This design comes from an exercise in tuning for small area, a short achievable clock period and few clock cycles on the open sky130 flow, not from production work. Function was checked by simulation only, so behaviour that the tests miss may differ from the original. Power is estimated from default activity; no workload was simulated.

Setup of the previous run:
## kappa3_light_core
module kappa3_light_core(input         clock,
			 input 	       reset,
			 output [31:0] mem_addr,
			 output        mem_read,
			 output        mem_write,
			 output [31:0] mem_wrdata,
			 output [3:0]  mem_wrbits,
			 input [31:0]  mem_rddata);
   reg 		init;           
   reg 		m_ld, m_st;     
   reg [15:2] 	fpc;            
   reg 		e_valid;        
   reg [31:0] 	e_a, e_b;
   reg [11:0] 	e_imm;
   reg [9:0] 	e_op;
   reg 		e_cin;
   reg [4:0] 	e_shamt;
   reg 		e_sra, e_left;
   reg [5:0] 	e_mis;
   reg [2:0] 	e_f3;
   reg [4:0] 	e_rd, e_rs1, e_rs2;
   reg 		e_wr, e_ld, e_st, e_jalr;
   reg [15:2] 	e_altpc;
   reg [31:0] 	r_q;            
   reg [4:0] 	w_rd;
   reg 		w_valid;        
   reg [16:0] 	maddr;
   reg 		mread;
   reg [3:0] 	wbits;
   reg [2:0] 	m_f3;
   reg [4:0] 	m_rd;
   wire 	m_cyc = m_ld | m_st;
   wire 	fd_go = ~init & ~m_cyc;
   wire 	e_go = e_valid & fd_go;
   wire [31:0] 	ir = mem_rddata;
   wire 	is_ld, is_st, is_br, is_jal, is_jalr, is_auipc;
   wire 	use_rs1, use_rs2, wr_rd, sra, pred;
   wire [31:0] 	imm_b_op;
   wire [11:0] 	imm_agu;
   wire [9:0] 	alu_op;
   wire 	inv_b;
   wire [5:0] 	mis;
   wire [13:0] 	br_off;
   controller controller_inst(.ir(ir),
			      .is_ld(is_ld), .is_st(is_st), .is_br(is_br),
			      .is_jal(is_jal), .is_jalr(is_jalr), .is_auipc(is_auipc),
  ...
For scale: roughly 100 I/O pins, ~0.063 mm² of cells after synthesis.
export LEC_CHECK = 0
export CAP_MARGIN = 25
export CORE_MARGIN = 2
export CORE_UTILIZATION = 50
export CTS_BUF_LIST = sky130_fd_sc_hd__clkbuf_16
export CTS_CLUSTER_DIAMETER = 80
export CTS_CLUSTER_SIZE = 24
export SLEW_MARGIN = 25
export SYNTH_HIERARCHICAL = 1
create_clock -name core_clock -period 10.0 [get_ports {clock}]
standard.sh (not shown) runs the stock make flow with config.mk's settings and CLKGATE_MAP_FILE= SYNTH_SCRIPT=/design/flow/synth_recipe.tcl, a recipe that flattens the netlist after the stock synthesis.
==> flow/flow/run.sh <==
#!/bin/bash
# Layout flow: the standard synthesis (standard.sh synth, unchanged), then
# the standard ORFS steps (standard.sh) with two changes:
#  - the port buffers are buf_4 cells instead of the cell buffer_ports picks
#    by default (a slow delay cell on this platform);
#  - timing repair aims for a larger setup margin, on the worst endpoints only.
# make's output goes to flow_synth.log and flow_layout.log, each ORFS step's
# to orfs/logs/.
set -euo pipefail
cd "$(dirname "$0")/.."
bash standard.sh synth > flow_synth.log 2>&1
bash standard.sh "BUFFER_PORTS_ARGS=-buffer_cell sky130_fd_sc_hd__buf_4" \
     SETUP_SLACK_MARGIN=6.0 TNS_END_PERCENT=5 finish > flow_layout.log 2>&1
Testbench counts of the previous run, summed over its fixed seeds: cycles 653,986.
Edits applied to the flow inputs when going from the previous run to the current run:
--- a/flow/design.v
+++ b/flow/design.v
@@ -1167,14 +1167,16 @@
    reg [4:0] 	e_shamt;
    reg 		e_sra, e_left;
    reg [5:0] 	e_mis;
    reg [2:0] 	e_f3;
    reg [4:0] 	e_rd, e_rs1, e_rs2;
    reg 		e_wr, e_ld, e_st, e_jalr;
    reg [15:2] 	e_altpc;
+   reg 		e_fa;           
+   reg 		e_fbt, e_fbn;   
    reg [31:0] 	r_q;            
    reg [4:0] 	w_rd;
    reg 		w_valid;        
    reg [16:0] 	maddr;
    reg 		mread;
    reg [3:0] 	wbits;
    reg [2:0] 	m_f3;
@@ -1207,31 +1209,32 @@
    regfile regfile_inst(.clock(clock),
 			.rs1_addr(rs1_addr), .rs2_addr(rs2_addr),
 			.rd_addr(rf_waddr), .in(rf_wdata), .ld(rf_we), .clear(init),
 			.rs1_out(rf_rs1), .rs2_out(rf_rs2));
    wire [31:0] 	e_result;
    wire [31:0] 	st_data;
    wire 	eq, lt, ltu;
-   wire [31:0] 	a_in = e_a;
-   wire [31:0] 	b_in = e_b;
-   wire [4:0] 	sh_in = e_shamt;
+   wire [31:0] 	a_in = e_fa ? r_q : e_a;
+   wire [31:0] 	b_in = ({32{e_fbt}} & r_q) | ({32{e_fbn}} & ~r_q) |
+		({32{~(e_fbt | e_fbn)}} & e_b);
+   wire [4:0] 	sh_in = (e_fbt | e_fbn) ? r_q[4:0] : e_shamt;
    alu alu_inst(.in1(a_in), .in2(b_in), .cin(e_cin), .shamt(sh_in), .op(e_op), .sra(e_sra), .left(e_left),
 		.link({16'h0, e_altpc, 2'b00}), .stdata(st_data),
 		.out(e_result), .eq(eq), .lt(lt), .ltu(ltu));
    wire [16:0] 	agu;
    add17 agu_inst(.a(a_in[16:0]), .b({{5{e_imm[11]}}, e_imm}), .s(agu));
    wire 	mispredict = e_go & ((e_mis[0] & eq) | (e_mis[1] & ~eq) |
 				     (e_mis[2] & lt) | (e_mis[3] & ~lt) |
 				     (e_mis[4] & ltu) | (e_mis[5] & ~ltu));
    wire 	jump_reg = e_go & e_jalr;
    wire 	wbf1 = w_valid & (w_rd == rs1_addr);
    wire 	wbf2 = w_valid & (w_rd == rs2_addr);
    wire 	fwd_ok = e_go & e_wr;
-   wire 	fa = fwd_ok & (e_rd == rs1_addr);
-   wire 	fb = fwd_ok & (e_rd == rs2_addr);
+   wire 	fa = fwd_ok & use_rs1 & (e_rd == rs1_addr);
+   wire 	fb = fwd_ok & use_rs2 & (e_rd == rs2_addr);
    wire [15:2] 	fpc_inc = fpc + 14'd1;
    wire [15:2] 	fpc_tgt;
    ksadd14 tgt_inst(.a(fpc), .b(br_off), .s(fpc_tgt));
    wire [31:0] 	ld_data;
    ldconv ldconv_inst(.in(mem_rddata), .f3(m_f3), .offset(maddr[1:0]), .out(ld_data));
    wire 	ld_wr = m_ld & (m_rd != 5'd0);
    assign rf_we = ld_wr | w_valid;
@@ -1279,26 +1282,26 @@
    always @ ( posedge clock ) begin
       r_q <= e_result;
       w_rd <= e_rd;
       w_valid <= e_go & e_wr;
    end
    wire 	fix_a = ~fd_go & ld_wr & (e_rs1 == m_rd);
    wire 	fix_b = ~fd_go & ld_wr & (e_rs2 == m_rd);
-   wire 	sa_ex = fd_go & use_rs1 & fa;
-   wire 	sa_rf = fd_go & use_rs1 & ~fa & ~wbf1;
+   wire 	sa_rf = fd_go & use_rs1 & ~wbf1;
    wire [31:0] 	a_other = fd_go ? (use_rs1 ? r_q : (is_auipc ? {16'h0, fpc, 2'b00} : 32'h0)) : ld_data;
-   wire [31:0] 	a_next = sa_rf ? rf_rs1 : sa_ex ? e_result : a_other;
-   wire 	sb_ex = fd_go & use_rs2 & fb;
-   wire 	sb_rf = fd_go & use_rs2 & ~fb & ~wbf2;
+   wire [31:0] 	a_next = sa_rf ? rf_rs1 : a_other;
+   wire 	sb_rf = fd_go & use_rs2 & ~wbf2;
+   wire 	sb_rft = sb_rf & ~inv_b;
+   wire 	sb_rfn = sb_rf & inv_b;
    wire [31:0] 	b_oth0 = fd_go ? (use_rs2 ? r_q : imm_b_op) : ld_data;
    wire 	b_oth_inv = fd_go ? inv_b : e_cin;
    wire [31:0] 	b_other = b_oth0 ^ {32{b_oth_inv}};
-   wire [31:0] 	b_late = sb_rf ? rf_rs2 : e_result;
-   wire [31:0] 	b_next = (sb_rf | sb_ex) ? (b_late ^ {32{inv_b}}) : b_other;
-   wire [4:0] 	sh_next = sb_rf ? rf_rs2[4:0] : sb_ex ? e_result[4:0] : b_oth0[4:0];
+   wire [31:0] 	b_next = ({32{sb_rft}} & rf_rs2) | ({32{sb_rfn}} & ~rf_rs2) |
+		({32{~sb_rf}} & b_other);
+   wire [4:0] 	sh_next = sb_rf ? rf_rs2[4:0] : b_oth0[4:0];
    always @ ( posedge clock ) begin
       if ( fd_go | fix_a )
 	e_a <= a_next;
       if ( fd_go | fix_b ) begin
 	 e_b <= b_next;
 	 e_shamt <= sh_next;
       end
@@ -1316,14 +1319,17 @@
 	 e_rs1 <= use_rs1 ? rs1_addr : 5'd0;
 	 e_rs2 <= use_rs2 ? rs2_addr : 5'd0;
 	 e_wr <= wr_rd;
 	 e_ld <= is_ld;
 	 e_st <= is_st;
 	 e_jalr <= is_jalr;
 	 e_altpc <= (is_br & ~ir[31]) ? fpc_tgt : fpc_inc;
+	 e_fa <= fa;
+	 e_fbt <= fb & ~inv_b;
+	 e_fbn <= fb & inv_b;
       end
       if ( e_go ) begin
 	 wbits <= st_bits;
 	 m_f3 <= e_f3;
 	 m_rd <= e_rd;
       end
    end
Findings:
Going from the previous run to the current run, finished layout cell area saw little to no change, global router's overall resource usage saw an increase, cell area power density saw an increase, total power saw an increase.
The previous run → the current run: post-detailed-placement half-perimeter wirelength rose about 0.5%; worst setup slack fell 0.15 ns; period utilization rose 1.5 points; endpoint required time on the critical path fell 0.03 ns.
Testbench counts of the current run, summed over its fixed seeds: cycles 653,986.

---

kappa3_light_core, a different RTL version from the one above (not shown whole).
For scale: about 5200 cells after synthesis, about 100 I/O pins.
clock: 10.0 ns
lec_check: 0
cap_margin: 25
core_margin: 2
core_utilization: 60
cts_buf_list: sky130_fd_sc_hd__clkbuf_16
cts_cluster_diameter: 80
cts_cluster_size: 24
place_density: 0.7
slew_margin: 25
synth_hierarchical: 1
==> flow/flow/run.sh <==
#!/bin/bash
# Layout flow: the standard synthesis (standard.sh synth, unchanged), then
# the standard ORFS steps (standard.sh) with three changes:
#  - the port buffers are buf_4 cells instead of the cell buffer_ports picks
#    by default (a slow delay cell on this platform);
#  - timing repair aims for a larger setup margin, on the worst endpoints only;
#  - clock tree synthesis inserts no dummy loads (same buffers and clustering
#    as config.mk's CTS settings).
# make's output goes to flow_synth.log and flow_layout.log, each ORFS step's
# to orfs/logs/.
set -euo pipefail
cd "$(dirname "$0")/.."
bash standard.sh synth > flow_synth.log 2>&1
bash standard.sh "BUFFER_PORTS_ARGS=-buffer_cell sky130_fd_sc_hd__buf_4" \
     SETUP_SLACK_MARGIN=6.5 TNS_END_PERCENT=5 \
     "CTS_ARGS=-sink_clustering_enable -repair_clock_nets -buf_list sky130_fd_sc_hd__clkbuf_16 -sink_clustering_size 24 -sink_clustering_max_diameter 80 -dont_use_dummy_load" \
     finish > flow_layout.log 2>&1
The baseline went through all stages and came out clean.
Testbench counts at the start, summed over its fixed seeds: cycles 653,986.
Edit:
--- a/flow/design.v
+++ b/flow/design.v
@@ -1222,14 +1222,15 @@
    reg 		init;           
    reg 		m_ld, m_st;     
    reg [15:2] 	fpc;            
    reg 		e_valid;        
    wire [31:0] 	e_a, e_b;       
    reg [11:0] 	e_imm;
    reg [9:0] 	e_op;
+   reg 		e_cin;
    wire [4:0] 	e_shamt;
    reg 		e_sra, e_left;
    reg [5:0] 	e_mis;
    reg [2:0] 	e_f3;
    reg [4:0] 	e_rd;
    reg 		e_wr, e_ld, e_st, e_jalr;
    reg [15:2] 	e_altpc;
@@ -1279,17 +1280,15 @@
    regfile regfile_inst(.clock(clock),
 			.rs1_addr(rs1_addr), .rs2_addr(rs2_addr),
 			.rd_addr(w_rd), .in(rf_wdata), .ld(rf_we), .clear(init),
 			.rs1_out(rf_rs1), .rs2_out(rf_rs2));
    wire [31:0] 	e_result;
    wire [31:0] 	st_data;
    wire 	eq, lt, ltu;
-   wire 	e_sub;
-   dffe1 q_sub(.clock(clock), .en(fd_go_e), .d(inv_b), .q(e_sub));
-   alu alu_inst(.in1(e_a), .in2(e_b), .cin(e_sub), .shamt(e_shamt), .op(e_op), .sra(e_sra), .left(e_left),
+   alu alu_inst(.in1(e_a), .in2(e_b), .cin(e_cin), .shamt(e_shamt), .op(e_op), .sra(e_sra), .left(e_left),
 		.link({16'h0, e_altpc, 2'b00}), .stdata(st_data),
 		.out(e_result), .eq(eq), .lt(lt), .ltu(ltu));
    wire [16:0] 	agu;
    add17 agu_inst(.a(e_a[16:0]), .b({{5{e_imm[11]}}, e_imm}), .s(agu));
    wire 	mispredict, mispredict_v;
    mispred mp_f(.m(e_mis), .eq(eq), .lt(lt), .ltu(ltu), .go(e_go_1), .y(mispredict));
    mispred mp_v(.m(e_mis), .eq(eq), .lt(lt), .ltu(ltu), .go(e_go_1), .y(mispredict_v));
@@ -1324,25 +1323,16 @@
 		({14{s_tj}} & tgt_j) | ({14{s_tb}} & tgt_b) | ({14{s_inc}} & fpc_inc);
    wire 	a_agu = m_next | jump_reg;
    wire [16:0] 	maddr_seq = ({17{a_agu}} & agu) |
 		({17{~m_next & s_hold}} & {1'b0, fpc, 2'b00}) |
 		({17{~m_next & s_tj}} & {1'b0, tgt_j, 2'b00}) |
 		({17{~m_next & s_tb}} & {1'b0, tgt_b, 2'b00}) |
 		({17{~m_next & s_inc}} & {1'b0, fpc_inc, 2'b00});
-   wire [15:2] 	fpc_next;
-   wire [16:2] 	maddr_next_hi;
-   genvar k;
-   generate
-      for (k = 2; k < 16; k = k + 1) begin : g_npc
-	 mux2g mf(.a0(fpc_seq[k]), .a1(e_altpc[k]), .s(mispredict), .y(fpc_next[k]));
-	 mux2g mm(.a0(maddr_seq[k]), .a1(e_altpc[k]), .s(mispredict), .y(maddr_next_hi[k]));
-      end
-   endgenerate
-   assign maddr_next_hi[16] = ~mispredict & maddr_seq[16];
-   wire [16:0] 	maddr_next = {maddr_next_hi, maddr_seq[1:0] & {2{~mispredict}}};
+   wire [15:2] 	fpc_next = mispredict ? e_altpc : fpc_seq;
+   wire [16:0] 	maddr_next = mispredict ? {1'b0, e_altpc, 2'b00} : maddr_seq;
    wire [3:0] 	st_bits;
    stconv stconv_inst(.in(e_b), .f3(e_f3[1:0]), .out(st_data));
    stbits stbits_inst(.f3(e_f3[1:0]), .offset(agu[1:0]), .bits(st_bits));
    always @ ( posedge clock or negedge reset )
      if ( !reset ) begin
 	init <= 1'b1;
 	m_ld <= 1'b0;
@@ -1380,14 +1370,15 @@
    wire [4:0] 	sh_fd = sb_rf ? rf_rs2[4:0] : sb_ex ? e_result[4:0] : b_oth0[4:0];
    wire [4:0] 	sh_next = fix_b ? ld_data[4:0] : sh_fd;
    dffq #(32) q_a(.clock(clock), .d(en_a ? a_next : e_a), .q(e_a));
    dffq #(32) q_b(.clock(clock), .d(en_b ? b_next : e_b), .q(e_b));
    dffq #(5) q_sh(.clock(clock), .d(en_b ? sh_next : e_shamt), .q(e_shamt));
    always @ ( posedge clock ) begin
       if ( fd_go_e ) begin
+	 e_cin <= inv_b;
 	 e_imm <= imm_agu;
 	 e_op <= alu_op;
 	 e_sra <= sra;
 	 e_left <= alu_op[1];
 	 e_mis <= mis;
 	 e_f3 <= ir[14:12];
 	 e_rd <= ir[11:7];
@@ -1411,25 +1402,14 @@
 module mispred(input [5:0] m,
 	       input 	   eq, lt, ltu,
 	       input 	   go,
 	       output 	   y);
    assign y = go & ((m[0] & eq) | (m[1] & ~eq) | (m[2] & lt) | (m[3] & ~lt) |
 		    (m[4] & ltu) | (m[5] & ~ltu));
 endmodule  
-module mux2g(input a0, a1, s, output y);
-   assign y = s ? a1 : a0;
-endmodule  
-module dffe1(input     clock,
-	     input     en,
-	     input     d,
-	     output reg q);
-   always @ ( posedge clock )
-     if ( en )
-       q <= d;
-endmodule  
 module dffq #(parameter W = 1)
    (input              clock,
     input [W-1:0]      d,
     output reg [W-1:0] q);
    always @ ( posedge clock )
      q <= d;
 endmodule  
After rerunning: The changed run produced a clean layout; sequential power goes up by about 0.8%; worst hold slack improved by 0.060 ns; via count goes down by about 0.5%; routed wire length goes down by about 0.75%; setup slack improved by 0.061 ns.
Testbench counts after the change, summed over its fixed seeds: cycles 653,986.

[what the ideal ports hide]
Ports are ideal in the flow. The routed layouts listed here were re-timed in OpenROAD.
Step 1 (the two cells are an assumption about what drives the block):
set clk [get_ports {clock}]
set_driving_cell -lib_cell sky130_fd_sc_hd__clkbuf_16 $clk
set_driving_cell -lib_cell sky130_fd_sc_hd__buf_2 [delete_from_list [all_inputs] $clk]
Step 2 adds t to the input delays and takes it off the output delays; t is the mean of the earliest and latest rising clock arrival at the registers after step 1. Input paths then give back, and output paths get back, about the clock's delay inside the block.
Slacks: ideal / step 1 / step 2; pairs: ideal / step 1.
| run | shift t [ns] | slack for setup (ns) | worst hold slack (ns) | latest minus earliest clock arrival (ns) | worst slew at a driven data input, ns |
|---|---|---|---|---|---|
| the previous run | 0.787 | 5.877 / 5.905 / 5.118 | 0.445 / 0.445 / 0.445 | 0.044 / 0.044 | 0.07 |
| the current run | 0.760 | 5.731 / 5.683 / 4.924 | 0.436 / 0.436 / 0.436 | 0.059 / 0.059 | 0.14 |
| the first run of note 2 | 0.758 | 6.037 / 5.912 / 5.154 | 0.370 / 0.370 / 0.370 | 0.161 / 0.161 | 0.34 |
| the second run of note 2 | 0.767 | 6.098 / 6.098 / 5.331 | 0.430 / 0.430 / 0.430 | 0.109 / 0.108 | 0.14 |
After both steps setup and hold are still met in every run listed. For the first run of note 2, which loses most, drivers alone change the setup slack by -0.125 ns; drivers and shift together by -0.883 ns.
